Context: an optimization exercise on an open-source flow, tuned for small area and a short achievable clock period. The choices shown serve that exercise and are no tape-out recipe.
RTL that was checked went through simulation tests only; none was proved equivalent to the original.
The RTL of runs 1 and 2 was laid out without a check of its function.
Power and IR drop assume default switching activity.

File: flow/run.sh
#!/bin/bash
# synth_recipe.tcl (not shown) runs the flow's synth.tcl, then flattens the netlist and writes it again
# the make line also repeats each setting of config.mk as NAME=value (left out here)
make -C /OpenROAD-flow-scripts/flow DESIGN_CONFIG=/design/flow/config.mk WORK_HOME=/design/flow/orfs CLKGATE_MAP_FILE= SYNTH_SCRIPT=/design/flow/synth_recipe.tcl finish
File: flow/constraint.sdc
create_clock -name core_clock -period 3.5 [get_ports {clk}]
set_input_delay 0.7000 -clock core_clock [delete_from_list [all_inputs] [get_ports {clk}]]
set_output_delay 0.7000 -clock core_clock [all_outputs]
set_load 0.01 [all_outputs]
File: flow/config.mk
export PLATFORM = sky130hd
export DESIGN_NAME = solix16_alu_top
export DESIGN_NICKNAME = solix16_alu_top
export VERILOG_FILES = /design/flow/design.v
export SDC_FILE = /design/flow/constraint.sdc
export NUM_CORES = 4
export LEC_CHECK = 0
export CAP_MARGIN = 20
export CORE_MARGIN = 2
export CORE_UTILIZATION = 40
export SLEW_MARGIN = 20
export SYNTH_HIERARCHICAL = 1
File: flow/design.v
module solix16_alu_top (
    input             clk,
    input      [15:0] a,
    input      [15:0] b,
    input      [2:0]  alu_op,
    output reg [15:0] result,
    output reg        zero,
    output reg        negative,
    output reg        carry,
    output reg        overflow
);
reg [15:0] a_q;
reg [15:0] b_q;
reg [2:0]  op_q;
wire [15:0] alu_result;
wire        alu_zero;
wire        alu_negative;
wire        alu_carry;
wire        alu_overflow;
alu u_alu (
    .a        (a_q),
    .b        (b_q),
    .alu_op   (op_q),
    .result   (alu_result),
    .zero     (alu_zero),
    .negative (alu_negative),
    .carry    (alu_carry),
    .overflow (alu_overflow)
);
always @(posedge clk) begin
    a_q      <= a;
    b_q      <= b;
    op_q     <= alu_op;
    result   <= alu_result;
    zero     <= alu_zero;
    negative <= alu_negative;
    carry    <= alu_carry;
    overflow <= alu_overflow;
end
endmodule

module alu(
    input [15:0] a,         
    input [15:0] b,         
    input [2:0] alu_op,     
    output [15:0] result,   
    output zero,            
    output negative,        
    output carry,           
    output overflow         
);
wire [2:0] op = alu_op;
wire sub;       
wire arith;     
wire sl, sr;    
wire [3:0] T;   
wire [15:0] res;
wire carry_o, overflow_o, zero_o, zero_arith, zero_logic;
alu_dec udec (.op(op), .sub(sub), .arith(arith), .sl(sl), .sr(sr), .t(T));
wire bb0;
wire pn0;
wire gn0;
wire t0;
wire bb1;
wire pn1;
wire gn1;
wire t1;
wire k0;
wire bb2;
wire pn2;
wire gn2;
wire t2;
wire k1;
wire bb3;
wire pn3;
wire gn3;
wire t3;
wire k2;
wire bb4;
wire pn4;
wire gn4;
wire t4;
wire k3;
wire bb5;
wire pn5;
wire gn5;
wire t5;
wire k4;
wire bb6;
wire pn6;
wire gn6;
wire t6;
wire k5;
wire bb7;
wire pn7;
wire gn7;
wire t7;
wire k6;
wire bb8;
wire pn8;
wire gn8;
wire t8;
wire k7;
wire bb9;
wire pn9;
wire gn9;
wire t9;
wire k8;
wire bb10;
wire pn10;
wire gn10;
wire t10;
wire k9;
wire bb11;
wire pn11;
wire gn11;
wire t11;
wire k10;
wire bb12;
wire pn12;
wire gn12;
wire t12;
wire k11;
wire bb13;
wire pn13;
wire gn13;
wire t13;
wire k12;
wire bb14;
wire pn14;
wire gn14;
wire t14;
wire k13;
wire bb15;
wire pn15;
wire gn15;
wire t15;
wire k14;
wire g1_1;
wire g1_2;
wire p1_2;
wire g1_3;
wire p1_3;
wire g1_4;
wire p1_4;
wire g1_5;
wire p1_5;
wire g1_6;
wire p1_6;
wire g1_7;
wire p1_7;
wire g1_8;
wire p1_8;
wire g1_9;
wire p1_9;
wire g1_10;
wire p1_10;
wire g1_11;
wire p1_11;
wire g1_12;
wire p1_12;
wire g1_13;
wire p1_13;
wire g1_14;
wire p1_14;
wire g1_15;
wire p1_15;
wire g2_2n;
wire gn0_p;
wire g2_3n;
wire g2_4n;
wire p2_4n;
wire g2_5n;
wire p2_5n;
wire g2_6n;
wire p2_6n;
wire g2_7n;
wire p2_7n;
wire g2_8n;
wire p2_8n;
wire g2_9n;
wire p2_9n;
wire g2_10n;
wire p2_10n;
wire g2_11n;
wire p2_11n;
wire g2_12n;
wire p2_12n;
wire g2_13n;
wire p2_13n;
wire g2_14n;
wire p2_14n;
wire g2_15n;
wire p2_15n;
wire g3_4;
wire g3_5;
wire g1_1_n;
wire g3_6;
wire g3_7;
wire g3_8;
wire p3_8;
wire g3_9;
wire p3_9;
wire g3_10;
wire p3_10;
wire g3_11;
wire p3_11;
wire g3_12;
wire p3_12;
wire g3_13;
wire p3_13;
wire g3_14;
wire p3_14;
wire g3_15;
wire p3_15;
wire g4_8n;
wire g4_9n;
wire g4_10n;
wire g2_2n_p;
wire g4_11n;
wire g2_3n_p;
wire g4_12n;
wire g4_13n;
wire g4_14n;
wire g4_15n;
wire x0;
wire x1;
wire x2;
wire x3;
wire x4;
wire x5;
wire x6;
wire x7;
wire x8;
wire x9;
wire x10;
wire x11;
wire x12;
wire x13;
wire x14;
wire x15;
    alu_xor2 u1 (.a(b[0]), .b(sub), .y(bb0));
    alu_xnor2 u2 (.a(a[0]), .b(bb0), .y(pn0));
    alu_g0n u3 (.a0(a[0]), .b0(b[0]), .sub(sub), .arith(arith), .y(gn0));
    alu_xnor2 u4 (.a(pn0), .b(sub), .y(t0));
    alu_xor2 u5 (.a(b[1]), .b(sub), .y(bb1));
    alu_xnor2 u6 (.a(a[1]), .b(bb1), .y(pn1));
    alu_nand3 u7 (.a(a[1]), .b(bb1), .c(arith), .y(gn1));
    alu_or2 u8 (.a(a[0]), .b(bb0), .y(k0));
    alu_xnor2 u9 (.a(pn1), .b(k0), .y(t1));
    alu_xor2 u10 (.a(b[2]), .b(sub), .y(bb2));
    alu_xnor2 u11 (.a(a[2]), .b(bb2), .y(pn2));
    alu_nand3 u12 (.a(a[2]), .b(bb2), .c(arith), .y(gn2));
    alu_or2 u13 (.a(a[1]), .b(bb1), .y(k1));
    alu_xnor2 u14 (.a(pn2), .b(k1), .y(t2));
    alu_xor2 u15 (.a(b[3]), .b(sub), .y(bb3));
    alu_xnor2 u16 (.a(a[3]), .b(bb3), .y(pn3));
    alu_nand3 u17 (.a(a[3]), .b(bb3), .c(arith), .y(gn3));
    alu_or2 u18 (.a(a[2]), .b(bb2), .y(k2));
    alu_xnor2 u19 (.a(pn3), .b(k2), .y(t3));
    alu_xor2 u20 (.a(b[4]), .b(sub), .y(bb4));
    alu_xnor2 u21 (.a(a[4]), .b(bb4), .y(pn4));
    alu_nand3 u22 (.a(a[4]), .b(bb4), .c(arith), .y(gn4));
    alu_or2 u23 (.a(a[3]), .b(bb3), .y(k3));
    alu_xnor2 u24 (.a(pn4), .b(k3), .y(t4));
    alu_xor2 u25 (.a(b[5]), .b(sub), .y(bb5));
    alu_xnor2 u26 (.a(a[5]), .b(bb5), .y(pn5));
    alu_nand3 u27 (.a(a[5]), .b(bb5), .c(arith), .y(gn5));
    alu_or2 u28 (.a(a[4]), .b(bb4), .y(k4));
    alu_xnor2 u29 (.a(pn5), .b(k4), .y(t5));
    alu_xor2 u30 (.a(b[6]), .b(sub), .y(bb6));
    alu_xnor2 u31 (.a(a[6]), .b(bb6), .y(pn6));
    alu_nand3 u32 (.a(a[6]), .b(bb6), .c(arith), .y(gn6));
    alu_or2 u33 (.a(a[5]), .b(bb5), .y(k5));
    alu_xnor2 u34 (.a(pn6), .b(k5), .y(t6));
    alu_xor2 u35 (.a(b[7]), .b(sub), .y(bb7));
    alu_xnor2 u36 (.a(a[7]), .b(bb7), .y(pn7));
    alu_nand3 u37 (.a(a[7]), .b(bb7), .c(arith), .y(gn7));
    alu_or2 u38 (.a(a[6]), .b(bb6), .y(k6));
    alu_xnor2 u39 (.a(pn7), .b(k6), .y(t7));
    alu_xor2 u40 (.a(b[8]), .b(sub), .y(bb8));
    alu_xnor2 u41 (.a(a[8]), .b(bb8), .y(pn8));
    alu_nand3 u42 (.a(a[8]), .b(bb8), .c(arith), .y(gn8));
    alu_or2 u43 (.a(a[7]), .b(bb7), .y(k7));
    alu_xnor2 u44 (.a(pn8), .b(k7), .y(t8));
    alu_xor2 u45 (.a(b[9]), .b(sub), .y(bb9));
    alu_xnor2 u46 (.a(a[9]), .b(bb9), .y(pn9));
    alu_nand3 u47 (.a(a[9]), .b(bb9), .c(arith), .y(gn9));
    alu_or2 u48 (.a(a[8]), .b(bb8), .y(k8));
    alu_xnor2 u49 (.a(pn9), .b(k8), .y(t9));
    alu_xor2 u50 (.a(b[10]), .b(sub), .y(bb10));
    alu_xnor2 u51 (.a(a[10]), .b(bb10), .y(pn10));
    alu_nand3 u52 (.a(a[10]), .b(bb10), .c(arith), .y(gn10));
    alu_or2 u53 (.a(a[9]), .b(bb9), .y(k9));
    alu_xnor2 u54 (.a(pn10), .b(k9), .y(t10));
    alu_xor2 u55 (.a(b[11]), .b(sub), .y(bb11));
    alu_xnor2 u56 (.a(a[11]), .b(bb11), .y(pn11));
    alu_nand3 u57 (.a(a[11]), .b(bb11), .c(arith), .y(gn11));
    alu_or2 u58 (.a(a[10]), .b(bb10), .y(k10));
    alu_xnor2 u59 (.a(pn11), .b(k10), .y(t11));
    alu_xor2 u60 (.a(b[12]), .b(sub), .y(bb12));
    alu_xnor2 u61 (.a(a[12]), .b(bb12), .y(pn12));
    alu_nand3 u62 (.a(a[12]), .b(bb12), .c(arith), .y(gn12));
    alu_or2 u63 (.a(a[11]), .b(bb11), .y(k11));
    alu_xnor2 u64 (.a(pn12), .b(k11), .y(t12));
    alu_xor2 u65 (.a(b[13]), .b(sub), .y(bb13));
    alu_xnor2 u66 (.a(a[13]), .b(bb13), .y(pn13));
    alu_nand3 u67 (.a(a[13]), .b(bb13), .c(arith), .y(gn13));
    alu_or2 u68 (.a(a[12]), .b(bb12), .y(k12));
    alu_xnor2 u69 (.a(pn13), .b(k12), .y(t13));
    alu_xor2 u70 (.a(b[14]), .b(sub), .y(bb14));
    alu_xnor2 u71 (.a(a[14]), .b(bb14), .y(pn14));
    alu_nand3 u72 (.a(a[14]), .b(bb14), .c(arith), .y(gn14));
    alu_or2 u73 (.a(a[13]), .b(bb13), .y(k13));
    alu_xnor2 u74 (.a(pn14), .b(k13), .y(t14));
    alu_xor2 u75 (.a(b[15]), .b(sub), .y(bb15));
    alu_xnor2 u76 (.a(a[15]), .b(bb15), .y(pn15));
    alu_nand3 u77 (.a(a[15]), .b(bb15), .c(arith), .y(gn15));
    alu_or2 u78 (.a(a[14]), .b(bb14), .y(k14));
    alu_xnor2 u79 (.a(pn15), .b(k14), .y(t15));
    alu_oai21 u80 (.a1(pn1), .a2(gn0), .b1(gn1), .y(g1_1));
    alu_oai21 u81 (.a1(pn2), .a2(gn1), .b1(gn2), .y(g1_2));
    alu_nor2 u82 (.a(pn2), .b(pn1), .y(p1_2));
    alu_oai21 u83 (.a1(pn3), .a2(gn2), .b1(gn3), .y(g1_3));
    alu_nor2 u84 (.a(pn3), .b(pn2), .y(p1_3));
    alu_oai21 u85 (.a1(pn4), .a2(gn3), .b1(gn4), .y(g1_4));
    alu_nor2 u86 (.a(pn4), .b(pn3), .y(p1_4));
    alu_oai21 u87 (.a1(pn5), .a2(gn4), .b1(gn5), .y(g1_5));
    alu_nor2 u88 (.a(pn5), .b(pn4), .y(p1_5));
    alu_oai21 u89 (.a1(pn6), .a2(gn5), .b1(gn6), .y(g1_6));
    alu_nor2 u90 (.a(pn6), .b(pn5), .y(p1_6));
    alu_oai21 u91 (.a1(pn7), .a2(gn6), .b1(gn7), .y(g1_7));
    alu_nor2 u92 (.a(pn7), .b(pn6), .y(p1_7));
    alu_oai21 u93 (.a1(pn8), .a2(gn7), .b1(gn8), .y(g1_8));
    alu_nor2 u94 (.a(pn8), .b(pn7), .y(p1_8));
    alu_oai21 u95 (.a1(pn9), .a2(gn8), .b1(gn9), .y(g1_9));
    alu_nor2 u96 (.a(pn9), .b(pn8), .y(p1_9));
    alu_oai21 u97 (.a1(pn10), .a2(gn9), .b1(gn10), .y(g1_10));
    alu_nor2 u98 (.a(pn10), .b(pn9), .y(p1_10));
    alu_oai21 u99 (.a1(pn11), .a2(gn10), .b1(gn11), .y(g1_11));
    alu_nor2 u100 (.a(pn11), .b(pn10), .y(p1_11));
    alu_oai21 u101 (.a1(pn12), .a2(gn11), .b1(gn12), .y(g1_12));
    alu_nor2 u102 (.a(pn12), .b(pn11), .y(p1_12));
    alu_oai21 u103 (.a1(pn13), .a2(gn12), .b1(gn13), .y(g1_13));
    alu_nor2 u104 (.a(pn13), .b(pn12), .y(p1_13));
    alu_oai21 u105 (.a1(pn14), .a2(gn13), .b1(gn14), .y(g1_14));
    alu_nor2 u106 (.a(pn14), .b(pn13), .y(p1_14));
    alu_oai21 u107 (.a1(pn15), .a2(gn14), .b1(gn15), .y(g1_15));
    alu_nor2 u108 (.a(pn15), .b(pn14), .y(p1_15));
    alu_inv u109 (.a(gn0), .y(gn0_p));
    alu_aoi21 u110 (.a1(p1_2), .a2(gn0_p), .b1(g1_2), .y(g2_2n));
    alu_aoi21 u111 (.a1(p1_3), .a2(g1_1), .b1(g1_3), .y(g2_3n));
    alu_aoi21 u112 (.a1(p1_4), .a2(g1_2), .b1(g1_4), .y(g2_4n));
    alu_nand2 u113 (.a(p1_4), .b(p1_2), .y(p2_4n));
    alu_aoi21 u114 (.a1(p1_5), .a2(g1_3), .b1(g1_5), .y(g2_5n));
    alu_nand2 u115 (.a(p1_5), .b(p1_3), .y(p2_5n));
    alu_aoi21 u116 (.a1(p1_6), .a2(g1_4), .b1(g1_6), .y(g2_6n));
    alu_nand2 u117 (.a(p1_6), .b(p1_4), .y(p2_6n));
    alu_aoi21 u118 (.a1(p1_7), .a2(g1_5), .b1(g1_7), .y(g2_7n));
    alu_nand2 u119 (.a(p1_7), .b(p1_5), .y(p2_7n));
    alu_aoi21 u120 (.a1(p1_8), .a2(g1_6), .b1(g1_8), .y(g2_8n));
    alu_nand2 u121 (.a(p1_8), .b(p1_6), .y(p2_8n));
    alu_aoi21 u122 (.a1(p1_9), .a2(g1_7), .b1(g1_9), .y(g2_9n));
    alu_nand2 u123 (.a(p1_9), .b(p1_7), .y(p2_9n));
    alu_aoi21 u124 (.a1(p1_10), .a2(g1_8), .b1(g1_10), .y(g2_10n));
    alu_nand2 u125 (.a(p1_10), .b(p1_8), .y(p2_10n));
    alu_aoi21 u126 (.a1(p1_11), .a2(g1_9), .b1(g1_11), .y(g2_11n));
    alu_nand2 u127 (.a(p1_11), .b(p1_9), .y(p2_11n));
    alu_aoi21 u128 (.a1(p1_12), .a2(g1_10), .b1(g1_12), .y(g2_12n));
    alu_nand2 u129 (.a(p1_12), .b(p1_10), .y(p2_12n));
    alu_aoi21 u130 (.a1(p1_13), .a2(g1_11), .b1(g1_13), .y(g2_13n));
    alu_nand2 u131 (.a(p1_13), .b(p1_11), .y(p2_13n));
    alu_aoi21 u132 (.a1(p1_14), .a2(g1_12), .b1(g1_14), .y(g2_14n));
    alu_nand2 u133 (.a(p1_14), .b(p1_12), .y(p2_14n));
    alu_aoi21 u134 (.a1(p1_15), .a2(g1_13), .b1(g1_15), .y(g2_15n));
    alu_nand2 u135 (.a(p1_15), .b(p1_13), .y(p2_15n));
    alu_oai21 u136 (.a1(p2_4n), .a2(gn0), .b1(g2_4n), .y(g3_4));
    alu_inv u137 (.a(g1_1), .y(g1_1_n));
    alu_oai21 u138 (.a1(p2_5n), .a2(g1_1_n), .b1(g2_5n), .y(g3_5));
    alu_oai21 u139 (.a1(p2_6n), .a2(g2_2n), .b1(g2_6n), .y(g3_6));
    alu_oai21 u140 (.a1(p2_7n), .a2(g2_3n), .b1(g2_7n), .y(g3_7));
    alu_oai21 u141 (.a1(p2_8n), .a2(g2_4n), .b1(g2_8n), .y(g3_8));
    alu_nor2 u142 (.a(p2_8n), .b(p2_4n), .y(p3_8));
    alu_oai21 u143 (.a1(p2_9n), .a2(g2_5n), .b1(g2_9n), .y(g3_9));
    alu_nor2 u144 (.a(p2_9n), .b(p2_5n), .y(p3_9));
    alu_oai21 u145 (.a1(p2_10n), .a2(g2_6n), .b1(g2_10n), .y(g3_10));
    alu_nor2 u146 (.a(p2_10n), .b(p2_6n), .y(p3_10));
    alu_oai21 u147 (.a1(p2_11n), .a2(g2_7n), .b1(g2_11n), .y(g3_11));
    alu_nor2 u148 (.a(p2_11n), .b(p2_7n), .y(p3_11));
    alu_oai21 u149 (.a1(p2_12n), .a2(g2_8n), .b1(g2_12n), .y(g3_12));
    alu_nor2 u150 (.a(p2_12n), .b(p2_8n), .y(p3_12));
    alu_oai21 u151 (.a1(p2_13n), .a2(g2_9n), .b1(g2_13n), .y(g3_13));
    alu_nor2 u152 (.a(p2_13n), .b(p2_9n), .y(p3_13));
    alu_oai21 u153 (.a1(p2_14n), .a2(g2_10n), .b1(g2_14n), .y(g3_14));
    alu_nor2 u154 (.a(p2_14n), .b(p2_10n), .y(p3_14));
    alu_oai21 u155 (.a1(p2_15n), .a2(g2_11n), .b1(g2_15n), .y(g3_15));
    alu_nor2 u156 (.a(p2_15n), .b(p2_11n), .y(p3_15));
    alu_aoi21 u157 (.a1(p3_8), .a2(gn0_p), .b1(g3_8), .y(g4_8n));
    alu_aoi21 u158 (.a1(p3_9), .a2(g1_1), .b1(g3_9), .y(g4_9n));
    alu_inv u159 (.a(g2_2n), .y(g2_2n_p));
    alu_aoi21 u160 (.a1(p3_10), .a2(g2_2n_p), .b1(g3_10), .y(g4_10n));
    alu_inv u161 (.a(g2_3n), .y(g2_3n_p));
    alu_aoi21 u162 (.a1(p3_11), .a2(g2_3n_p), .b1(g3_11), .y(g4_11n));
    alu_aoi21 u163 (.a1(p3_12), .a2(g3_4), .b1(g3_12), .y(g4_12n));
    alu_aoi21 u164 (.a1(p3_13), .a2(g3_5), .b1(g3_13), .y(g4_13n));
    alu_aoi21 u165 (.a1(p3_14), .a2(g3_6), .b1(g3_14), .y(g4_14n));
    alu_aoi21 u166 (.a1(p3_15), .a2(g3_7), .b1(g3_15), .y(g4_15n));
    alu_lbit_lo u167 (.t(T), .a(a[0]), .b(b[0]), .sr(sr), .ap(a[1]), .y(x0));
    alu_xor2 u168 (.a(x0), .b(sub), .y(res[0]));
    alu_lbit u169 (.t(T), .a(a[1]), .b(b[1]), .sl(sl), .am(a[0]), .sr(sr), .ap(a[2]), .y(x1));
    alu_xor2 u170 (.a(x1), .b(gn0_p), .y(res[1]));
    alu_lbit u171 (.t(T), .a(a[2]), .b(b[2]), .sl(sl), .am(a[1]), .sr(sr), .ap(a[3]), .y(x2));
    alu_xor2 u172 (.a(x2), .b(g1_1), .y(res[2]));
    alu_lbit u173 (.t(T), .a(a[3]), .b(b[3]), .sl(sl), .am(a[2]), .sr(sr), .ap(a[4]), .y(x3));
    alu_xor2 u174 (.a(x3), .b(g2_2n_p), .y(res[3]));
    alu_lbit u175 (.t(T), .a(a[4]), .b(b[4]), .sl(sl), .am(a[3]), .sr(sr), .ap(a[5]), .y(x4));
    alu_xor2 u176 (.a(x4), .b(g2_3n_p), .y(res[4]));
    alu_lbit u177 (.t(T), .a(a[5]), .b(b[5]), .sl(sl), .am(a[4]), .sr(sr), .ap(a[6]), .y(x5));
    alu_xor2 u178 (.a(x5), .b(g3_4), .y(res[5]));
    alu_lbit u179 (.t(T), .a(a[6]), .b(b[6]), .sl(sl), .am(a[5]), .sr(sr), .ap(a[7]), .y(x6));
    alu_xor2 u180 (.a(x6), .b(g3_5), .y(res[6]));
    alu_lbit u181 (.t(T), .a(a[7]), .b(b[7]), .sl(sl), .am(a[6]), .sr(sr), .ap(a[8]), .y(x7));
    alu_xor2 u182 (.a(x7), .b(g3_6), .y(res[7]));
    alu_lbit u183 (.t(T), .a(a[8]), .b(b[8]), .sl(sl), .am(a[7]), .sr(sr), .ap(a[9]), .y(x8));
    alu_xor2 u184 (.a(x8), .b(g3_7), .y(res[8]));
    alu_lbit u185 (.t(T), .a(a[9]), .b(b[9]), .sl(sl), .am(a[8]), .sr(sr), .ap(a[10]), .y(x9));
    alu_xnor2 u186 (.a(x9), .b(g4_8n), .y(res[9]));
    alu_lbit u187 (.t(T), .a(a[10]), .b(b[10]), .sl(sl), .am(a[9]), .sr(sr), .ap(a[11]), .y(x10));
    alu_xnor2 u188 (.a(x10), .b(g4_9n), .y(res[10]));
    alu_lbit u189 (.t(T), .a(a[11]), .b(b[11]), .sl(sl), .am(a[10]), .sr(sr), .ap(a[12]), .y(x11));
    alu_xnor2 u190 (.a(x11), .b(g4_10n), .y(res[11]));
    alu_lbit u191 (.t(T), .a(a[12]), .b(b[12]), .sl(sl), .am(a[11]), .sr(sr), .ap(a[13]), .y(x12));
    alu_xnor2 u192 (.a(x12), .b(g4_11n), .y(res[12]));
    alu_lbit u193 (.t(T), .a(a[13]), .b(b[13]), .sl(sl), .am(a[12]), .sr(sr), .ap(a[14]), .y(x13));
    alu_xnor2 u194 (.a(x13), .b(g4_12n), .y(res[13]));
    alu_lbit u195 (.t(T), .a(a[14]), .b(b[14]), .sl(sl), .am(a[13]), .sr(sr), .ap(a[15]), .y(x14));
    alu_xnor2 u196 (.a(x14), .b(g4_13n), .y(res[14]));
    alu_lbit_hi u197 (.t(T), .a(a[15]), .b(b[15]), .sl(sl), .am(a[14]), .y(x15));
    alu_xnor2 u198 (.a(x15), .b(g4_14n), .y(res[15]));
    alu_cflag u199 (.sl(sl), .sr(sr), .a15(a[15]), .a0(a[0]), .cs(g4_15n), .y(carry_o));
    alu_vflag u200 (.arith(arith), .a15(a[15]), .bb15(bb15), .cs(g4_14n), .y(overflow_o));
    alu_zero16 u201 (.t({t15, t14, t13, t12, t11, t10, t9, t8, t7, t6, t5, t4, t3, t2, t1, t0}), .y(zero_arith));
    alu_zero16 u202 (.t({x15, x14, x13, x12, x11, x10, x9, x8, x7, x6, x5, x4, x3, x2, x1, x0}), .y(zero_logic));
    alu_mux2 u203 (.s(arith), .d0(zero_logic), .d1(zero_arith), .y(zero_o));
assign result = res;
assign negative = res[15];
assign carry = carry_o;
assign overflow = overflow_o;
assign zero = zero_o;
endmodule
module alu_buf(input a, output y); assign y = a; endmodule
module alu_inv(input a, output y); assign y = ~a; endmodule
module alu_xor2(input a, b, output y); assign y = a ^ b; endmodule
module alu_xnor2(input a, b, output y); assign y = ~(a ^ b); endmodule
module alu_nand2(input a, b, output y); assign y = ~(a & b); endmodule
module alu_nor2(input a, b, output y); assign y = ~(a | b); endmodule
module alu_or2(input a, b, output y); assign y = a | b; endmodule
module alu_aoi21(input a1, a2, b1, output y); assign y = ~((a1 & a2) | b1); endmodule
module alu_oai21(input a1, a2, b1, output y); assign y = ~((a1 | a2) & b1); endmodule
module alu_mux2(input s, d0, d1, output y); assign y = s ? d1 : d0; endmodule
module alu_g0n(input a0, b0, sub, arith, output y);
    assign y = ~(arith & (sub ? (a0 | ~b0) : (a0 & b0)));
endmodule
module alu_nand3(input a, b, c, output y); assign y = ~(a & b & c); endmodule
module alu_dec(input [2:0] op, output sub, arith, sl, sr, output reg [3:0] t);
    assign arith = (op[2:1] == 2'b00);
    assign sub = (op == 3'b001);
    assign sl = (op == 3'b110);
    assign sr = (op == 3'b111);
    always @(*) case (op)               
        3'b000: t = 4'b0110;
        3'b001: t = 4'b1001;
        3'b010: t = 4'b1000;
        3'b011: t = 4'b1110;
        3'b100: t = 4'b0110;
        3'b101: t = 4'b0011;
        default: t = 4'b0000;
    endcase
endmodule
module alu_mux4(input [3:0] t, input a, b, output y); assign y = t[{a, b}]; endmodule
module alu_lbit(input [3:0] t, input a, b, sl, am, sr, ap, output y);
    wire f;
    alu_mux4 um (.t(t), .a(a), .b(b), .y(f));
    assign y = f | (sl & am) | (sr & ap);
endmodule
module alu_lbit_lo(input [3:0] t, input a, b, sr, ap, output y);
    wire f;
    alu_mux4 um (.t(t), .a(a), .b(b), .y(f));
    assign y = f | (sr & ap);
endmodule
module alu_lbit_hi(input [3:0] t, input a, b, sl, am, output y);
    wire f;
    alu_mux4 um (.t(t), .a(a), .b(b), .y(f));
    assign y = f | (sl & am);
endmodule
module alu_cflag(input sl, sr, a15, a0, cs, output y);
    wire c16 = ~cs;
    assign y = c16 | (sl & a15) | (sr & a0);
endmodule
module alu_vflag(input arith, a15, bb15, cs, output y);
    wire c15 = ~cs;
    assign y = arith & (c15 ? (~a15 & ~bb15) : (a15 & bb15));
endmodule
module alu_zero16(input [15:0] t, output y); assign y = ~|t; endmodule
==> impl_metrics.py, run 1 <==
metrics = {
    "sta": {
        "worst_pin_slew_ns": 0.6875,
        "finalHoldViolations": 0,
        "rsz0062_at_grt": "false",
        "max_freq_ghz": 0.3424,
        "period_share": 0.8344,
        "finalCriticalPeriod_ns": 2.920,
        "relSlewSlack": 0.5416,
        "fin_hold_ws_ns": 0.5963,
        "final_max_slew_viol_count": 0,
        "finClkSkew_ns": 0.006925,
        "setup_tns_ns": 0,
        "setup_violations": 0,
        "setup_slack_ns": 0.5796,
    },
    "layout": {
        "final_cell_mix": "55 x dfxtp_1, 55 x clkdlybuf4s50_1, 40 x xnor2_1",
        "layout-drive-gt1-share": 0.1425,
        "antennaDiodeCount": 0,
        "stdcell_count": 464,
        "synthToLayoutAreaGrowth_pct": 26.01,
        "finalNetCount": 402,
    },
    "synth": {
        "synthCells": 299,
        "synth_fa_ha_area_frac": 0,
        "synthXorXnorAreaFrac": 0.1882,
        "synth_simple_gate_area_share": 0.1439,
        "synthDistinctLibCells": 26,
        "seq_area_frac_synth": 0.3639,
        "muxShareOfSynthArea": 0.1278,
        "synth_compound_area_frac": 0.1671,
        "yosysTopAreaCellShare": 0.3639,
        "synth_warnings": 8,
        "avgSynthCellArea_um2": 10.12,
        "syn-cell-area_mm2": 0.003025,
        "synth_top_family_by_area": "XOR/XNOR gates",
        "ys_ff_latch": 55,
        "yosysTopAreaCell": "dfxtp_1",
        "synth_fp_nets": 335,
        "yosys-top-cells-area": "dfxtp_1 36%, mux4_2 12%, xnor2_1 12%",
    },
    "drt": {
        "via_per_inst": 5.181,
        "wl_met3_um": 278,
        "wl_um": 7084,
        "wl_per_cell_um": 15.27,
        "dr.pass1.iters": 4,
        "wl_met1_um": 3489,
        "highest_layer": "met4",
        "met2RoutedLength_um": 3224,
        "ant_nets": 0,
        "drt_iter0_markers": 96,
        "via_count": 2404,
        "drc": 0,
    },
    "clock_tree": {
        "numCtsBuffers": 5,
        "cts_tree": "yes",
        "clock_sinks": 55,
        "clk_latency_ns": 0.31,
        "cts_max_path_buffers": 2,
        "clkTransAtPathRegs_ns": 0.09,
        "cts_hold_buf": 0,
        "cts_setup_buffers": 0,
        "h-tree-depth": 2,
        "cts_root_buf": "clkbuf_8",
        "cts_resized": 0,
    },
    "die": {
        "core.rowCount": 31,
        "chipWidth_um": 90.97,
        "initial_core_util": 0.4149,
        "die_height_um": 90.97,
        "ios": 56,
        "core_area_mm2": 0.007292,
        "die_area_mm2": 0.008276,
    },
    "placement": {
        "portBuffers": 55,
        "place_hpwl_um": 5684,
        "routabilityCongestion": 0.8972,
        "pre_cts_slack_ns": 0.5886,
        "place_inst": 458,
    },
    "global_routing": {
        "antenna_found_initial": 0,
        "grt_pass1_vias": 2303,
        "grt_first_pass_wirelength_um": 11770,
        "grt_max_degree": 19,
        "grtUsageTotal": 0.1780,
        "gr-total-overflow": 0,
    },
    "worst_setup_path": {
        "crit_fanout": 13,
        "worst_setup_path_end_kind": "flip-flop",
        "worstSetupStartpointType": "flip-flop",
        "crit_required_ns": 3.75,
        "crit_arrival_ns": 3.17,
        "critical_path_class": "flip-flop to flip-flop",
    },
    "min_path": {
        "hp-class": "flip-flop to flip-flop",
    },
    "power_and_ir_drop": {
        "power_uw": 1559,
        "clkPwrFrac": 0.203,
        "p_per_area_mw_per_mm2": 409.0,
        "combPwrFrac": 0.328,
        "p_switching_uw": 467.3,
        "power.share.sequential": 0.469,
        "p_leak_uw": 0.001409,
        "vdd.ir_drop.worst_v": 0.0001424,
        "internal_power_uw": 1092,
        "swShare": 0.2997,
    },
    "flow_run": {
        "drv_cap": 0,
    },
    "run_status": {
        "outcome": "no timing/DRC/antenna violations",
    },
}
[metal layers]
metal	vias up	global-route usage
met5	-	0
met4	0	0.04798
met3	9	0.03071
met2	58	0.2747
met1	1122	0.2570
li1	1215	-
[area by class of cell]
class	instances	area [µm²]
fillers	722	3480
flip-flops and latches	55	1101
multi-input cells	238	1897
repair buffers	62	603.1
well taps	99	123.9
inverters	4	15.01
clock buffers	6	72.57
[power groups by stage]
stage               registers, µW  clock network (µW)  logic [µW]
global placement              746                   0         509
detailed placement            747                   0         510
global route                  742                 368         551
finish                        731                 317         511
floorplan                     764                   0         291
CTS                           732                 331         512
[registers in the layout, indices dropped and copies added (netlist names)]
name / flops
a_q: 16
result: 16
zero: 1
b_q: 16
op_q: 3
carry: 1
overflow: 1
negative: 1
[worst paths after layout]
kind / startpoint / end / slack, ns / cells past startpoint
setup / recovery: op_q[0]$_DFF_P_ / overflow$_DFF_P_ / 0.58 / 11
hold / removal: a_q[15]$_DFF_P_ / overflow$_DFF_P_ / 0.60 / 2
setup reg to reg: op_q[0]$_DFF_P_ / overflow$_DFF_P_ / 0.58 / 11
hold reg to reg: a_q[15]$_DFF_P_ / overflow$_DFF_P_ / 0.60 / 2
[per-module statistics from Yosys, one instance, submodules excluded, excerpt]
module           cells inside  flip-flops and latches
alu_g0n                     2                       0
alu_lbit_lo                 1                       0
alu_zero16                  5                       0
alu_lbit_hi                 1                       0
alu_nand2                   1                       0
solix16_alu_top            55                      55
alu_mux4                    1                       0
alu_nand3                   1                       0
alu_lbit                    1                       0
alu_inv                     1                       0
alu_aoi21                   1                       0
alu_mux2                    1                       0
alu_oai21                   1                       0
alu                         1                       0
alu_vflag                   3                       0
alu_or2                     1                       0
[Yosys cell counts (all sizes together)]
master	instances
nor2	26
or3	1
dfxtp	55
a22oi	1
nor4	8
mux2	2
inv	4
a21boi	1
nand2	15
or2	15
a21o	3
xor2	25
a21oi	22
nand3	16
and3	1
o21ai	27
and4	2
nor2b	2
and2b	1
xnor2	40
a221o	14
mux4	16
buf	2
[logic make-up after synthesis]
| kind of cell | count (synthesis) |
|---|---|
| AND/OR/NAND/NOR | 87 |
| buffers and inverters | 6 |
| AO/OA/AOI/OAI | 68 |
| multiplexers | 18 |
| flip-flops | 55 |
| XOR/XNOR | 65 |
[worst max-delay path, stage by stage, from the launching register on]
cell      delay [ns]
dfxtp_1         0.38
nor2b_4         0.19
and2b_1         0.57
buf_4           0.26
xor2_1          0.25
xnor2_1         0.19
nor2_1          0.23
nand2_1         0.11
o21ai_1         0.16
a21oi_2         0.07
or3_1           0.32
a21boi_1        0.14
[through the flow]
step / utilization / area [µm²]
floorplan: - / 3025
global placement: 0.5129 / 3740
detailed placement: 0.5129 / 3740
CTS: 0.5228 / 3812
global route: 0.5228 / 3812
finish: 0.5228 / 3812
==> inputs of run 2 (changes only) <==
--- a/flow/config.mk
+++ b/flow/config.mk
@@ -8,5 +8,6 @@
 export CAP_MARGIN = 20
 export CORE_MARGIN = 2
 export CORE_UTILIZATION = 40
+export SETUP_SLACK_MARGIN = 1.8
 export SLEW_MARGIN = 20
 export SYNTH_HIERARCHICAL = 1
==> run 2 against run 1 <==
  * Die area did not move
  * Via count up 7.1%
  * Combinational power rose by 17%
  * Fmax increased by 22%
  * Core utilization grew 9.4 points
==> impl_metrics.py, run 2 <==
metrics = {
    "worst_setup_path": {
        "crit_path_max_incr_delay_ns": 0.35,
        "crit_path_cell_trace": "nor2b_4 > and2b_4 > buf_12 > xor2_4 > nand3_2 > o21ai_2 > a21oi_2 > o21ai_2 > a21oi_2 > or3_1 > a21boi_1",
        "slowest_stage": "dfxtp_2",
        "crit_fanout": 5,
        "crit_arrival_ns": 2.64,
        "crit_family": "simple AND/OR/NAND/NOR gates",
        "worstSetupStartpointType": "flip-flop",
        "timing.rr.start": "op_q[0]$_DFF_P_",
        "critPathBufInv": 1,
        "critPathLaunch": "op_q[0]$_DFF_P_",
        "critical_path_class": "flip-flop to flip-flop",
        "worst_setup_path_end_kind": "flip-flop",
        "crit_required_ns": 3.74,
    },
    "synth": {
        "ys_ff_latch": 55,
        "avgSynthCellArea_um2": 10.12,
        "yosys.cell_count.top_type": "dfxtp_1",
        "yosys-top-cells-area": "dfxtp_1 36%, mux4_2 12%, xnor2_1 12%",
        "synth_warnings": 8,
        "synth_edf_count": 0,
        "async_reset_ff_frac": 0,
        "syn-cell-area_mm2": 0.003025,
        "synth_flop_cell": "dfxtp_1",
        "synth_fp_nets": 335,
        "synthCells": 299,
        "seq_area_frac_synth": 0.3639,
        "yosysTopAreaCell": "dfxtp_1",
        "yosysTopAreaCellShare": 0.3639,
        "synthTopCellsByCount": "55 x dfxtp_1, 40 x xnor2_1, 27 x o21ai_1, 26 x nor2_1, 25 x xor2_1",
        "synthDistinctLibCells": 26,
    },
    "layout": {
        "register_area_mm2": 0.001107,
        "n_fill_cell": 652,
        "stdcell_count": 486,
        "antennaDiodeCount": 0,
        "multiInputGateArea_mm2": 0.002407,
        "stdcell_area_mm2": 0.004494,
        "layout-drive-gt1-share": 0.3695,
        "final_cell_mix": "52 x dfxtp_1, 35 x clkdlybuf4s50_1, 24 x buf_4",
        "top_regs": "a_q (16), b_q (16), result (16)",
        "finalNetCount": 424,
        "synthToLayoutAreaGrowth_pct": 48.55,
        "final_common_cell": "dfxtp_1",
    },
    "die": {
        "die_area_mm2": 0.008276,
        "core.rowCount": 31,
        "chipWidth_um": 90.97,
        "initial_core_util": 0.4149,
        "core_area_mm2": 0.007292,
        "die_height_um": 90.97,
        "ios": 56,
    },
    "run_status": {
        "outcome": "no timing/DRC/antenna violations",
    },
    "sta": {
        "worst_pin_slew_ns": 0.7330,
        "fin_hold_ws_ns": 0.6295,
        "relSlewSlack": 0.5113,
        "finalHoldViolations": 0,
        "finClkSkew_ns": 0.005772,
        "final_max_slew_viol_count": 0,
        "setup_tns_ns": 0,
        "rsz0062_at_grt": "true",
        "period_share": 0.6854,
        "finalCriticalPeriod_ns": 2.399,
        "max_freq_ghz": 0.4168,
        "setup_violations": 0,
    },
    "global_routing": {
        "grt_first_pass_wirelength_um": 13190,
        "grtUsageTotal": 0.1996,
        "gr-total-overflow": 0,
        "antenna_found_initial": 0,
        "grt_pass1_vias": 2566,
        "grt_max_degree": 19,
    },
    "placement": {
        "portBuffers": 55,
        "placed_area_mm2": 0.003726,
        "place_inst": 455,
        "routabilityCongestion": 0.9179,
        "place_hpwl_um": 5638,
    },
    "min_path": {
        "hp-class": "flip-flop to flip-flop",
        "min_from": "a_q[15]$_DFF_P_",
    },
    "power_and_ir_drop": {
        "power.share.sequential": 0.447,
        "clkPwrFrac": 0.190,
        "p_leak_uw": 0.001717,
        "vdd.ir_drop.worst_v": 0.0001947,
        "power_uw": 1654,
        "combPwrFrac": 0.363,
        "p_switching_uw": 523.8,
        "internal_power_uw": 1130,
        "swShare": 0.3167,
        "p_per_area_mw_per_mm2": 368.0,
    },
    "clock_tree": {
        "h-tree-depth": 2,
        "cts_root_buf": "clkbuf_8",
        "cts_max_path_buffers": 2,
        "cts_tree": "yes",
        "clk_latency_ns": 0.30,
        "clkTransAtPathRegs_ns": 0.09,
        "clock_sinks": 55,
        "numCtsBuffers": 5,
    },
    "drt": {
        "drt_iter0_markers": 158,
        "via_per_inst": 5.296,
        "via_count": 2574,
        "wl_per_cell_um": 16.53,
        "drc": 0,
        "ant_nets": 0,
        "wl_um": 8035,
        "dr.pass1.iters": 4,
    },
    "flow_run": {
        "drv_cap": 0,
    },
}
run 2: power groups by stage:
stage	Sequential (µW)	Clock (µW)	Combinational, µW
after floorplan	765	0	293
after global placement	746	0	507
after detailed placement	747	0	509
after CTS	738	332	562
after global routing	752	364	641
final	740	314	600
run 2: cell type report:
cell class | count | share of cell area
tap | 99 | 0.02756
timing repair buffer | 83 | 0.1709
clock buffer | 6 | 0.01615
inverter | 4 | 0.003341
multi-input combinational | 239 | 0.5356
sequential | 55 | 0.2464
run 2: per-layer routing:
metal | wire (µm) | up-vias | share of wire | track usage
met5 | 0 | - | 0 | 0
met4 | 78 | 0 | 0.0097 | 0.04167
met3 | 346 | 7 | 0.043 | 0.03320
met2 | 3962 | 71 | 0.49 | 0.3296
met1 | 3648 | 1245 | 0.45 | 0.2763
li1 | - | 1251 | - | -
run 2: tightest hold or removal path, delay by kind of cell (launching register included):
kind             cells  cell delay, ns
flip-flops           1            0.40
AND/OR/NAND/NOR      1            0.13
AO/OA/AOI/OAI        1            0.06
run 2: per-module statistics from Yosys, one instance, submodules excluded, a selection:
| module | flip-flops and latches | cells inside | cell area [µm²] | copies in the design |
|---|---|---|---|---|
| alu_g0n | 0 | 2 | 15.01 | 1 |
| alu_mux2 | 0 | 1 | 15.01 | 1 |
| alu_mux4 | 0 | 1 | 22.52 | 16 |
| alu_or2 | 0 | 1 | 6.256 | 15 |
| alu_vflag | 0 | 3 | 18.77 | 1 |
| alu_xnor2 | 0 | 1 | 8.758 | 39 |
| alu_xor2 | 0 | 1 | 8.758 | 25 |
run 2: what timing repair did:
action | in CTS | in global routing
gates cloned | 1 | 0
resized for setup | 86 | 23
pin swaps | 19 | 7
hold endpoints to repair | 0 | 0
hold buffers | 0 | 0
endpoints found under the setup margin | 40 | 20
buffers inserted | 18 | 6
run 2: worst paths after layout:
| path | to | slack [ns] | cells past startpoint |
|---|---|---|---|
| max reg2reg | overflow$_DFF_P_ | 1.10 | 11 |
| min | overflow$_DFF_P_ | 0.63 | 2 |
| max | overflow$_DFF_P_ | 1.10 | 11 |
| min reg2reg | overflow$_DFF_P_ | 0.63 | 2 |
run 2: through the flow:
step | worst slack, ns | util
final | 1.101 | 0.6163
after global routing | 0.9735 | 0.6163
after CTS | 1.156 | 0.5916
after detailed placement | 0.8493 | 0.5110
after global placement | 0.9230 | 0.5110
after floorplan | 1.148 | -
run 2: logic make-up after synthesis:
logic type / after synthesis / synth area share
muxes: 18 / 0.1278
xor gates and xnor gates: 65 / 0.1882
buffers and inverters: 6 / 0.009096
AOI/OAI and AO/OA: 68 / 0.1671
DFF: 55 / 0.3639
and+or+nand+nor: 87 / 0.1439
==> inputs of run 3 (changes only) <==
--- a/flow/design.v
+++ b/flow/design.v
@@ -55,8 +55,9 @@
 wire sl, sr;    
 wire [3:0] T;   
 wire [15:0] res;
-wire carry_o, overflow_o, zero_o, zero_arith, zero_logic;
-alu_dec udec (.op(op), .sub(sub), .arith(arith), .sl(sl), .sr(sr), .t(T));
+wire carry_o, overflow_o, zero_o, zero_arith, zero_logic, vn, vp;
+alu_buf ubs (.a(op[0]), .y(sub));
+alu_dec udec (.op(op), .arith(arith), .sl(sl), .sr(sr), .t(T));
 wire bb0;
 wire pn0;
 wire gn0;
@@ -246,77 +247,77 @@
     alu_xor2 u5 (.a(b[1]), .b(sub), .y(bb1));
     alu_xnor2 u6 (.a(a[1]), .b(bb1), .y(pn1));
     alu_nand3 u7 (.a(a[1]), .b(bb1), .c(arith), .y(gn1));
-    alu_or2 u8 (.a(a[0]), .b(bb0), .y(k0));
+    alu_nand2 u8 (.a(gn0), .b(pn0), .y(k0));
     alu_xnor2 u9 (.a(pn1), .b(k0), .y(t1));
     alu_xor2 u10 (.a(b[2]), .b(sub), .y(bb2));
     alu_xnor2 u11 (.a(a[2]), .b(bb2), .y(pn2));
     alu_nand3 u12 (.a(a[2]), .b(bb2), .c(arith), .y(gn2));
-    alu_or2 u13 (.a(a[1]), .b(bb1), .y(k1));
+    alu_nand2 u13 (.a(gn1), .b(pn1), .y(k1));
     alu_xnor2 u14 (.a(pn2), .b(k1), .y(t2));
     alu_xor2 u15 (.a(b[3]), .b(sub), .y(bb3));
     alu_xnor2 u16 (.a(a[3]), .b(bb3), .y(pn3));
     alu_nand3 u17 (.a(a[3]), .b(bb3), .c(arith), .y(gn3));
-    alu_or2 u18 (.a(a[2]), .b(bb2), .y(k2));
+    alu_nand2 u18 (.a(gn2), .b(pn2), .y(k2));
     alu_xnor2 u19 (.a(pn3), .b(k2), .y(t3));
     alu_xor2 u20 (.a(b[4]), .b(sub), .y(bb4));
     alu_xnor2 u21 (.a(a[4]), .b(bb4), .y(pn4));
     alu_nand3 u22 (.a(a[4]), .b(bb4), .c(arith), .y(gn4));
-    alu_or2 u23 (.a(a[3]), .b(bb3), .y(k3));
+    alu_nand2 u23 (.a(gn3), .b(pn3), .y(k3));
     alu_xnor2 u24 (.a(pn4), .b(k3), .y(t4));
     alu_xor2 u25 (.a(b[5]), .b(sub), .y(bb5));
     alu_xnor2 u26 (.a(a[5]), .b(bb5), .y(pn5));
     alu_nand3 u27 (.a(a[5]), .b(bb5), .c(arith), .y(gn5));
-    alu_or2 u28 (.a(a[4]), .b(bb4), .y(k4));
+    alu_nand2 u28 (.a(gn4), .b(pn4), .y(k4));
     alu_xnor2 u29 (.a(pn5), .b(k4), .y(t5));
     alu_xor2 u30 (.a(b[6]), .b(sub), .y(bb6));
     alu_xnor2 u31 (.a(a[6]), .b(bb6), .y(pn6));
     alu_nand3 u32 (.a(a[6]), .b(bb6), .c(arith), .y(gn6));
-    alu_or2 u33 (.a(a[5]), .b(bb5), .y(k5));
+    alu_nand2 u33 (.a(gn5), .b(pn5), .y(k5));
     alu_xnor2 u34 (.a(pn6), .b(k5), .y(t6));
     alu_xor2 u35 (.a(b[7]), .b(sub), .y(bb7));
     alu_xnor2 u36 (.a(a[7]), .b(bb7), .y(pn7));
     alu_nand3 u37 (.a(a[7]), .b(bb7), .c(arith), .y(gn7));
-    alu_or2 u38 (.a(a[6]), .b(bb6), .y(k6));
+    alu_nand2 u38 (.a(gn6), .b(pn6), .y(k6));
     alu_xnor2 u39 (.a(pn7), .b(k6), .y(t7));
     alu_xor2 u40 (.a(b[8]), .b(sub), .y(bb8));
     alu_xnor2 u41 (.a(a[8]), .b(bb8), .y(pn8));
     alu_nand3 u42 (.a(a[8]), .b(bb8), .c(arith), .y(gn8));
-    alu_or2 u43 (.a(a[7]), .b(bb7), .y(k7));
+    alu_nand2 u43 (.a(gn7), .b(pn7), .y(k7));
     alu_xnor2 u44 (.a(pn8), .b(k7), .y(t8));
     alu_xor2 u45 (.a(b[9]), .b(sub), .y(bb9));
     alu_xnor2 u46 (.a(a[9]), .b(bb9), .y(pn9));
     alu_nand3 u47 (.a(a[9]), .b(bb9), .c(arith), .y(gn9));
-    alu_or2 u48 (.a(a[8]), .b(bb8), .y(k8));
+    alu_nand2 u48 (.a(gn8), .b(pn8), .y(k8));
     alu_xnor2 u49 (.a(pn9), .b(k8), .y(t9));
     alu_xor2 u50 (.a(b[10]), .b(sub), .y(bb10));
     alu_xnor2 u51 (.a(a[10]), .b(bb10), .y(pn10));
     alu_nand3 u52 (.a(a[10]), .b(bb10), .c(arith), .y(gn10));
-    alu_or2 u53 (.a(a[9]), .b(bb9), .y(k9));
+    alu_nand2 u53 (.a(gn9), .b(pn9), .y(k9));
     alu_xnor2 u54 (.a(pn10), .b(k9), .y(t10));
     alu_xor2 u55 (.a(b[11]), .b(sub), .y(bb11));
     alu_xnor2 u56 (.a(a[11]), .b(bb11), .y(pn11));
     alu_nand3 u57 (.a(a[11]), .b(bb11), .c(arith), .y(gn11));
-    alu_or2 u58 (.a(a[10]), .b(bb10), .y(k10));
+    alu_nand2 u58 (.a(gn10), .b(pn10), .y(k10));
     alu_xnor2 u59 (.a(pn11), .b(k10), .y(t11));
     alu_xor2 u60 (.a(b[12]), .b(sub), .y(bb12));
     alu_xnor2 u61 (.a(a[12]), .b(bb12), .y(pn12));
     alu_nand3 u62 (.a(a[12]), .b(bb12), .c(arith), .y(gn12));
-    alu_or2 u63 (.a(a[11]), .b(bb11), .y(k11));
+    alu_nand2 u63 (.a(gn11), .b(pn11), .y(k11));
     alu_xnor2 u64 (.a(pn12), .b(k11), .y(t12));
     alu_xor2 u65 (.a(b[13]), .b(sub), .y(bb13));
     alu_xnor2 u66 (.a(a[13]), .b(bb13), .y(pn13));
     alu_nand3 u67 (.a(a[13]), .b(bb13), .c(arith), .y(gn13));
-    alu_or2 u68 (.a(a[12]), .b(bb12), .y(k12));
+    alu_nand2 u68 (.a(gn12), .b(pn12), .y(k12));
     alu_xnor2 u69 (.a(pn13), .b(k12), .y(t13));
     alu_xor2 u70 (.a(b[14]), .b(sub), .y(bb14));
     alu_xnor2 u71 (.a(a[14]), .b(bb14), .y(pn14));
     alu_nand3 u72 (.a(a[14]), .b(bb14), .c(arith), .y(gn14));
-    alu_or2 u73 (.a(a[13]), .b(bb13), .y(k13));
+    alu_nand2 u73 (.a(gn13), .b(pn13), .y(k13));
     alu_xnor2 u74 (.a(pn14), .b(k13), .y(t14));
     alu_xor2 u75 (.a(b[15]), .b(sub), .y(bb15));
     alu_xnor2 u76 (.a(a[15]), .b(bb15), .y(pn15));
     alu_nand3 u77 (.a(a[15]), .b(bb15), .c(arith), .y(gn15));
-    alu_or2 u78 (.a(a[14]), .b(bb14), .y(k14));
+    alu_nand2 u78 (.a(gn14), .b(pn14), .y(k14));
     alu_xnor2 u79 (.a(pn15), .b(k14), .y(t15));
     alu_oai21 u80 (.a1(pn1), .a2(gn0), .b1(gn1), .y(g1_1));
     alu_oai21 u81 (.a1(pn2), .a2(gn1), .b1(gn2), .y(g1_2));
@@ -406,7 +407,7 @@
     alu_aoi21 u165 (.a1(p3_14), .a2(g3_6), .b1(g3_14), .y(g4_14n));
     alu_aoi21 u166 (.a1(p3_15), .a2(g3_7), .b1(g3_15), .y(g4_15n));
     alu_lbit_lo u167 (.t(T), .a(a[0]), .b(b[0]), .sr(sr), .ap(a[1]), .y(x0));
-    alu_xor2 u168 (.a(x0), .b(sub), .y(res[0]));
+    alu_g0c u168 (.x(x0), .sub(sub), .arith(arith), .y(res[0]));
     alu_lbit u169 (.t(T), .a(a[1]), .b(b[1]), .sl(sl), .am(a[0]), .sr(sr), .ap(a[2]), .y(x1));
     alu_xor2 u170 (.a(x1), .b(gn0_p), .y(res[1]));
     alu_lbit u171 (.t(T), .a(a[2]), .b(b[2]), .sl(sl), .am(a[1]), .sr(sr), .ap(a[3]), .y(x2));
@@ -438,10 +439,11 @@
     alu_lbit_hi u197 (.t(T), .a(a[15]), .b(b[15]), .sl(sl), .am(a[14]), .y(x15));
     alu_xnor2 u198 (.a(x15), .b(g4_14n), .y(res[15]));
     alu_cflag u199 (.sl(sl), .sr(sr), .a15(a[15]), .a0(a[0]), .cs(g4_15n), .y(carry_o));
-    alu_vflag u200 (.arith(arith), .a15(a[15]), .bb15(bb15), .cs(g4_14n), .y(overflow_o));
-    alu_zero16 u201 (.t({t15, t14, t13, t12, t11, t10, t9, t8, t7, t6, t5, t4, t3, t2, t1, t0}), .y(zero_arith));
-    alu_zero16 u202 (.t({x15, x14, x13, x12, x11, x10, x9, x8, x7, x6, x5, x4, x3, x2, x1, x0}), .y(zero_logic));
-    alu_mux2 u203 (.s(arith), .d0(zero_logic), .d1(zero_arith), .y(zero_o));
+    alu_vpre u200 (.arith(arith), .a15(a[15]), .bb15(bb15), .vn(vn), .vp(vp));
+    alu_mux2 u201 (.s(g4_14n), .d0(vn), .d1(vp), .y(overflow_o));
+    alu_zero16 u202 (.t({t15, t14, t13, t12, t11, t10, t9, t8, t7, t6, t5, t4, t3, t2, t1, t0}), .y(zero_arith));
+    alu_zero16 u203 (.t({x15, x14, x13, x12, x11, x10, x9, x8, x7, x6, x5, x4, x3, x2, x1, x0}), .y(zero_logic));
+    alu_mux2 u204 (.s(arith), .d0(zero_logic), .d1(zero_arith), .y(zero_o));
 assign result = res;
 assign negative = res[15];
 assign carry = carry_o;
@@ -454,17 +456,16 @@
 module alu_xnor2(input a, b, output y); assign y = ~(a ^ b); endmodule
 module alu_nand2(input a, b, output y); assign y = ~(a & b); endmodule
 module alu_nor2(input a, b, output y); assign y = ~(a | b); endmodule
-module alu_or2(input a, b, output y); assign y = a | b; endmodule
 module alu_aoi21(input a1, a2, b1, output y); assign y = ~((a1 & a2) | b1); endmodule
 module alu_oai21(input a1, a2, b1, output y); assign y = ~((a1 | a2) & b1); endmodule
 module alu_mux2(input s, d0, d1, output y); assign y = s ? d1 : d0; endmodule
 module alu_g0n(input a0, b0, sub, arith, output y);
     assign y = ~(arith & (sub ? (a0 | ~b0) : (a0 & b0)));
 endmodule
+module alu_g0c(input x, sub, arith, output y); assign y = x ^ (sub & arith); endmodule
 module alu_nand3(input a, b, c, output y); assign y = ~(a & b & c); endmodule
-module alu_dec(input [2:0] op, output sub, arith, sl, sr, output reg [3:0] t);
+module alu_dec(input [2:0] op, output arith, sl, sr, output reg [3:0] t);
     assign arith = (op[2:1] == 2'b00);
-    assign sub = (op == 3'b001);
     assign sl = (op == 3'b110);
     assign sr = (op == 3'b111);
     always @(*) case (op)               
@@ -497,8 +498,8 @@
     wire c16 = ~cs;
     assign y = c16 | (sl & a15) | (sr & a0);
 endmodule
-module alu_vflag(input arith, a15, bb15, cs, output y);
-    wire c15 = ~cs;
-    assign y = arith & (c15 ? (~a15 & ~bb15) : (a15 & bb15));
+module alu_vpre(input arith, a15, bb15, output vn, vp);
+    assign vn = arith & ~a15 & ~bb15;
+    assign vp = arith & a15 & bb15;
 endmodule
 module alu_zero16(input [15:0] t, output y); assign y = ~|t; endmodule
--- a/flow/config.mk
+++ b/flow/config.mk
@@ -8,6 +8,6 @@
 export CAP_MARGIN = 20
 export CORE_MARGIN = 2
 export CORE_UTILIZATION = 40
-export SETUP_SLACK_MARGIN = 1.8
+export SETUP_SLACK_MARGIN = 1.5
 export SLEW_MARGIN = 20
 export SYNTH_HIERARCHICAL = 1
==> run 3 against run 2 <==
  * Still clean on timing, DRC and antenna
  * Final cell count grew 1.4%
  * Wire length is 11% higher
  * Worst hold slack improved by 0.14 ns
  * Critical path type unchanged
  * Critical endpoint is now zero$_DFF_P_
  * Largest cell class unchanged
==> impl_metrics.py, run 3 <==
metrics = {
    "run_status": {
        "outcome": "no timing/DRC/antenna violations",
    },
    "power_and_ir_drop": {
        "p_leak_uw": 0.001788,
        "p_switching_uw": 628.4,
        "swShare": 0.3290,
        "vdd.ir_drop.worst_v": 0.0002133,
        "p_per_area_mw_per_mm2": 398.3,
        "combPwrFrac": 0.408,
        "power.share.sequential": 0.391,
        "clkPwrFrac": 0.200,
        "internal_power_uw": 1282,
    },
    "layout": {
        "register_area_mm2": 0.001110,
        "synthToLayoutAreaGrowth_pct": 59.58,
        "stdcell_count": 493,
        "layout-drive-gt1-share": 0.4340,
        "multiInputGateArea_mm2": 0.002566,
        "final_common_cell": "clkdlybuf4s50_1",
        "finalNetCount": 429,
        "antennaDiodeCount": 0,
        "n_fill_cell": 535,
        "final_cell_mix": "55 x clkdlybuf4s50_1, 52 x dfxtp_1, 25 x nand2_1",
        "top_regs": "a_q (16), b_q (16), result (16)",
    },
    "drt": {
        "dr.pass1.iters": 5,
        "wl_per_cell_um": 18.10,
        "ant_nets": 0,
        "drc": 0,
        "via_count": 2777,
        "drt_iter0_markers": 204,
        "wl_um": 8925,
        "via_per_inst": 5.633,
    },
    "clock_tree": {
        "clk_latency_ns": 0.31,
        "cts_root_buf": "clkbuf_8",
        "cts_max_path_buffers": 2,
        "h-tree-depth": 2,
        "clkTransAtPathRegs_ns": 0.09,
        "numCtsBuffers": 5,
        "cts_tree": "yes",
        "clock_sinks": 55,
        "cts_hold_buf": 0,
    },
    "worst_setup_path": {
        "crit_path_cell_trace": "nor2b_4 > a21o_4 > mux4_2 > a221o_1 > nor4_2 > and4_1 > mux2_4",
        "reg2reg_to": "zero$_DFF_P_",
        "timing.rr.start": "op_q[0]$_DFF_P_",
        "critPathBufInv": 0,
        "critical_path_class": "flip-flop to flip-flop",
        "worstSetupStartpointType": "flip-flop",
        "crit_family": "simple AND/OR/NAND/NOR gates",
        "crit_arrival_ns": 2.58,
        "crit_fanout": 16,
        "critical_path_depth": 7,
        "crit_required_ns": 3.76,
        "reg2reg_slack_ns": 1.19,
        "slowest_stage": "mux4_2",
        "crit_end": "zero$_DFF_P_",
        "worst_setup_path_end_kind": "flip-flop",
        "crit_path_max_incr_delay_ns": 0.49,
        "critPathLaunch": "op_q[0]$_DFF_P_",
        "r2r_cells": 7,
    },
    "global_routing": {
        "grt_first_pass_wirelength_um": 12980,
        "grtUsageTotal": 0.2018,
        "gr-total-overflow": 0,
        "antenna_found_initial": 0,
        "grt_max_degree": 17,
        "grt_pass1_vias": 2546,
    },
    "synth": {
        "ys_ff_latch": 55,
        "async_reset_ff_frac": 0,
        "yosysTopAreaCell": "dfxtp_1",
        "synth_edf_count": 0,
        "syn-cell-area_mm2": 0.003005,
        "synth_flop_cell": "dfxtp_1",
        "yosys.cell_count.top_type": "dfxtp_1",
        "yosys-top-cells-area": "dfxtp_1 37%, mux4_2 12%, xnor2_1 12%",
        "synth_fp_nets": 335,
        "seq_area_frac_synth": 0.3664,
        "synthCells": 299,
        "avgSynthCellArea_um2": 10.05,
        "synthTopCellsByCount": "55 x dfxtp_1, 41 x xnor2_1, 31 x nand2_1, 27 x o21ai_1, 26 x nor2_1",
        "synth_warnings": 8,
        "yosysTopAreaCellShare": 0.3664,
        "synthDistinctLibCells": 23,
    },
    "placement": {
        "pre_cts_slack_ns": 0.7612,
        "routabilityCongestion": 0.8994,
        "portBuffers": 55,
        "place_hpwl_um": 5873,
        "place_inst": 453,
    },
    "die": {
        "core_area_mm2": 0.007253,
        "die_height_um": 90.68,
        "chipWidth_um": 90.68,
        "die_area_mm2": 0.008223,
        "ios": 56,
        "initial_core_util": 0.4144,
        "core.rowCount": 31,
    },
    "sta": {
        "finalHoldViolations": 0,
        "setup_tns_ns": 0,
        "setup_slack_ns": 1.186,
        "rsz0062_at_grt": "true",
        "final_max_slew_viol_count": 0,
        "relSlewSlack": 0.5553,
        "finalCriticalPeriod_ns": 2.314,
        "period_share": 0.6612,
        "setup_violations": 0,
        "max_freq_ghz": 0.4321,
        "finClkSkew_ns": 0.007169,
        "worst_pin_slew_ns": 0.6663,
    },
    "min_path": {
        "hp-class": "flip-flop to flip-flop",
        "holdPathStages": 3,
    },
    "flow_run": {
        "drv_cap": 0,
    },
}
-- run 3: cell count changes after synthesis, sizes merged --
cell	previous run	this run
nor2b	2	1
or2	15	0
xor2	25	24
and3	1	2
or3	1	0
xnor2	40	41
nand3	16	15
nand2	15	31
mux2	2	3
a21boi	1	0
nor3b	0	1
-- run 3: repair_timing --
action                                 CTS  global route
pin swaps                               25            29
endpoints found under the hold margin    0             0
gates cloned                             1             0
setup endpoints to repair               20            15
setup buffers                           22             9
gates resized for setup                 63            50
-- run 3: per-layer routing --
layer | vias to the layer above | wire length (µm) | global-route usage
li1 | 1272 | - | -
met1 | 1350 | 3589 | 0.2650
met2 | 135 | 4411 | 0.3321
met3 | 20 | 667 | 0.03172
met4 | 0 | 257 | 0.08205
met5 | - | 0 | 0
-- run 3: worst min-delay path by stage --
stage                               start                 to  slack (ns)
after floorplan            a_q[0]$_DFF_P_      carry$_DFF_P_        0.54
after global placement     a_q[0]$_DFF_P_      carry$_DFF_P_        0.76
after detailed placement   a_q[0]$_DFF_P_      carry$_DFF_P_        0.73
after CTS                 op_q[0]$_DFF_P_  result[0]$_DFF_P_        0.75
after global routing                 b[2]     b_q[2]$_DFF_P_        0.80
final                     op_q[0]$_DFF_P_  result[0]$_DFF_P_        0.77
-- run 3: worst reg2reg max path, stage by stage (launching register included) --
cell and delay (ns):
dfxtp_4 0.37, nor2b_4 0.15, a21o_4 0.26, mux4_2 0.49
a221o_1 0.33, nor4_2 0.30, and4_1 0.23, mux2_4 0.13
-- run 3: power groups by stage --
stage                     Sequential, µW  Combinational (µW)  Clock (µW)
final                                748                 780         382
after detailed placement             757                 563           0
after CTS                            745                 684         392
after global routing                 757                 820         426
after global placement               755                 565           0
after floorplan                      769                 342           0
-- run 3: cell type report --
| type | instances | area share |
|---|---|---|
| multi-input cells | 238 | 0.5351 |
| flip-flops and latches | 55 | 0.2314 |
| inverters | 4 | 0.003131 |
| repair buffers | 89 | 0.1837 |
| well taps | 99 | 0.02583 |
| clock buffers | 8 | 0.02087 |
-- run 3: through the flow --
stage	hold slack (ns)	area, µm²	util	power (µW)
floorplan	0.5375	3084	-	1111
detailed placement	0.7306	3755	0.5177	1320
global route	0.8018	4796	0.6612	2004
CTS	0.7494	4453	0.6139	1821
global placement	0.7616	3755	0.5177	1321
finish	0.7742	4796	0.6612	1910
-- run 3: per-module statistics from Yosys, one instance, submodules excluded, excerpt --
module	times used	cells	flops+latches	area [µm²]
alu_aoi21	22	1	0	8.758
alu_cflag	1	2	0	11.26
alu_nand2	27	1	0	3.754
alu_g0n	1	2	0	15.01
alu_mux2	2	1	0	15.01
alu_oai21	27	1	0	5.005
alu_xnor2	39	1	0	8.758
alu_lbit	14	1	0	10.01
alu_lbit_lo	1	1	0	7.507
alu_xor2	24	1	0	8.758
alu	1	1	0	7.507
solix16_alu_top	1	55	55	1101
alu_lbit_hi	1	1	0	7.507
-- run 3: cells by family after synthesis --
| family | synth area share |
|---|---|
| AO/OA/AOI/OAI | 0.1657 |
| flip-flops | 0.3664 |
| AND/OR/NAND/NOR | 0.1349 |
| XOR/XNOR | 0.1894 |
| multiplexers | 0.1336 |
| buffers and inverters | 0.009989 |
==> inputs of run 4 (changes only) <==
--- a/flow/config.mk
+++ b/flow/config.mk
@@ -8,6 +8,5 @@
 export CAP_MARGIN = 20
 export CORE_MARGIN = 2
 export CORE_UTILIZATION = 40
-export SETUP_SLACK_MARGIN = 1.5
 export SLEW_MARGIN = 20
 export SYNTH_HIERARCHICAL = 1
==> run 4 against run 3 <==
  * Critical endpoint is now overflow$_DFF_P_
  * Combinational power is 28% lower
  * Die area stayed put
  * Final cell count is 6.1% lower
  * Largest cell class unchanged
  * Synthesized cell count stayed put
  * Still clean on timing, DRC and antenna
  * Sequential power is 2% lower
==> impl_metrics.py, run 4 <==
metrics = {
    "drt": {
        "wl_met3_um": 466,
        "drt_iter0_markers": 155,
        "wl_um": 7260,
        "wl_per_cell_um": 15.68,
        "met2RoutedLength_um": 3308,
        "via_count": 2458,
    },
    "sta": {
        "setup_slack_ns": 0.9773,
        "relSlewSlack": 0.4470,
        "period_share": 0.7208,
        "rsz0062_at_grt": "false",
        "fin_hold_ws_ns": 0.7728,
        "final_max_slew_viol_count": 0,
        "setup_tns_ns": 0,
    },
    "power_and_ir_drop": {
        "internal_power_uw": 1264,
        "p_leak_uw": 0.001428,
        "p_switching_uw": 512.9,
        "combPwrFrac": 0.317,
        "swShare": 0.2887,
        "vdd.ir_drop.worst_v": 0.0001613,
    },
    "synth": {
        "synth_flop_cell": "dfxtp_1",
        "synth_fa_ha_area_frac": 0,
        "async_reset_ff_frac": 0,
        "muxShareOfSynthArea": 0.1336,
        "yosys.cell_count.top_type": "dfxtp_1",
        "yosysTopAreaCellShare": 0.3664,
        "synth_edf_count": 0,
        "yosysTopAreaCell": "dfxtp_1",
        "synth_warnings": 8,
        "synthDistinctLibCells": 23,
        "ys_ff_latch": 55,
        "synth_compound_area_frac": 0.1657,
    },
    "global_routing": {
        "grt_pass1_vias": 2317,
        "gr-total-overflow": 0,
        "grtUsageTotal": 0.1830,
        "antenna_found_initial": 0,
        "grt_max_degree": 21,
        "grt_first_pass_wirelength_um": 11940,
    },
    "worst_setup_path": {
        "crit_fanout": 20,
        "worstSetupStartpointType": "flip-flop",
        "slowest_stage": "xnor2_1",
        "reg2reg_to": "overflow$_DFF_P_",
        "crit_required_ns": 3.70,
        "crit_family": "XOR/XNOR gates",
        "critPathBufInv": 1,
        "r2r_cells": 8,
        "crit_path_cell_trace": "buf_4 > xor2_1 > xnor2_1 > nor2_1 > a21oi_2 > o21ai_1 > a21oi_2 > mux2_4",
        "critical_path_class": "flip-flop to flip-flop",
        "critical_path_depth": 8,
        "critPathLaunch": "op_q[0]$_DFF_P_",
        "worst_setup_path_end_kind": "flip-flop",
        "crit_path_max_incr_delay_ns": 0.52,
    },
    "layout": {
        "finalNetCount": 399,
        "synthToLayoutAreaGrowth_pct": 27.35,
        "antennaDiodeCount": 0,
        "n_fill_cell": 672,
        "stdcell_area_mm2": 0.003827,
    },
    "placement": {
        "portBuffers": 55,
        "placed_area_mm2": 0.003695,
    },
    "min_path": {
        "holdPathStages": 2,
        "min_from": "a_q[0]$_DFF_P_",
    },
    "clock_tree": {
        "cts_tree": "yes",
        "cts_max_path_buffers": 2,
        "numCtsBuffers": 5,
        "cts_setup_buffers": 0,
        "h-tree-depth": 2,
        "cts_hold_buf": 0,
        "clkTransAtPathRegs_ns": 0.10,
        "cts_root_buf": "clkbuf_8",
    },
    "run_status": {
        "outcome": "no timing/DRC/antenna violations",
    },
    "die": {
        "die_height_um": 90.68,
        "chipWidth_um": 90.68,
    },
}
## run 4: cell count changes in the layout (fill, tap and decap cells not counted), sizes merged
cell	delta
bufinv	+2
buf	-30
clkbuf	-2
## run 4: kinds of logic (layout without fill, tap and decap cells)
family / Yosys count / after routing
mux: 19 / 19
simple gates: 87 / 87
xor+xnor: 65 / 65
compound gates: 67 / 67
buf+inv: 6 / 71
flops: 55 / 55
## run 4: metrics by stage
step,total power (µW),instances,util
final,1776,463,0.5277
after global routing,1875,463,0.5277
after CTS,1795,463,0.5277
after detailed placement,1311,455,0.5094
after global placement,1308,455,0.5094
after floorplan,1098,299,-
## run 4: power groups by stage
stage               Clock, µW  Sequential, µW  Combinational (µW)
CTS                       497             735                 563
detailed placement          0             750                 561
finish                    479             734                 563
global placement            0             749                 559
global route              523             745                 608
floorplan                   0             767                 331
## run 4: per-module statistics from Yosys (local to each module, per instance), a selection
module,copies in the design,flip-flops and latches,area (µm²),cells inside
alu_zero16,2,0,33.78,5
alu_g0c,1,0,12.51,2
alu_nand3,15,0,5.005,1
alu_vpre,1,0,18.77,2
alu_dec,1,0,65.06,10
alu_lbit,14,0,10.01,1
alu_inv,4,0,3.754,1
alu_xnor2,39,0,8.758,1
alu_buf,1,0,7.507,1
alu_nand2,27,0,3.754,1
alu_oai21,27,0,5.005,1
alu_mux2,2,0,15.01,1
alu,1,0,7.507,1
alu_g0n,1,0,15.01,2
## run 4: worst max-delay path by stage
stage,slack [ns],endpoint
2_1_floorplan,1.25,overflow$_DFF_P_
3_3_place_gp,0.99,overflow$_DFF_P_
3_5_place_dp,0.99,overflow$_DFF_P_
4_1_cts,0.98,overflow$_DFF_P_
5_1_grt,0.81,overflow$_DFF_P_
6_report,0.98,overflow$_DFF_P_
## run 4: final cells by class
class / count / area (µm²) / share of cell area
clock buffer: 6 / 72.57 / 0.01896
clock inverter: 2 / 60.06 / 0.01569
inverter: 4 / 15.01 / 0.003923
multi-input combinational: 238 / 1874 / 0.4897
sequential: 55 / 1101 / 0.2877
tap: 99 / 123.9 / 0.03236
timing repair buffer: 59 / 580.6 / 0.1517
## run 4: metal layers
metal | vias up | GRT usage
met5 | - | 0
met3 | 9 | 0.03589
met4 | 0 | 0.04872
met1 | 1142 | 0.2518
li1 | 1217 | -
met2 | 90 | 0.2935
## run 4: worst min-delay path, stage by stage, from the launching register on
cell     delay [ns]
dfxtp_1        0.51
a22oi_1        0.15
nand2_1        0.08
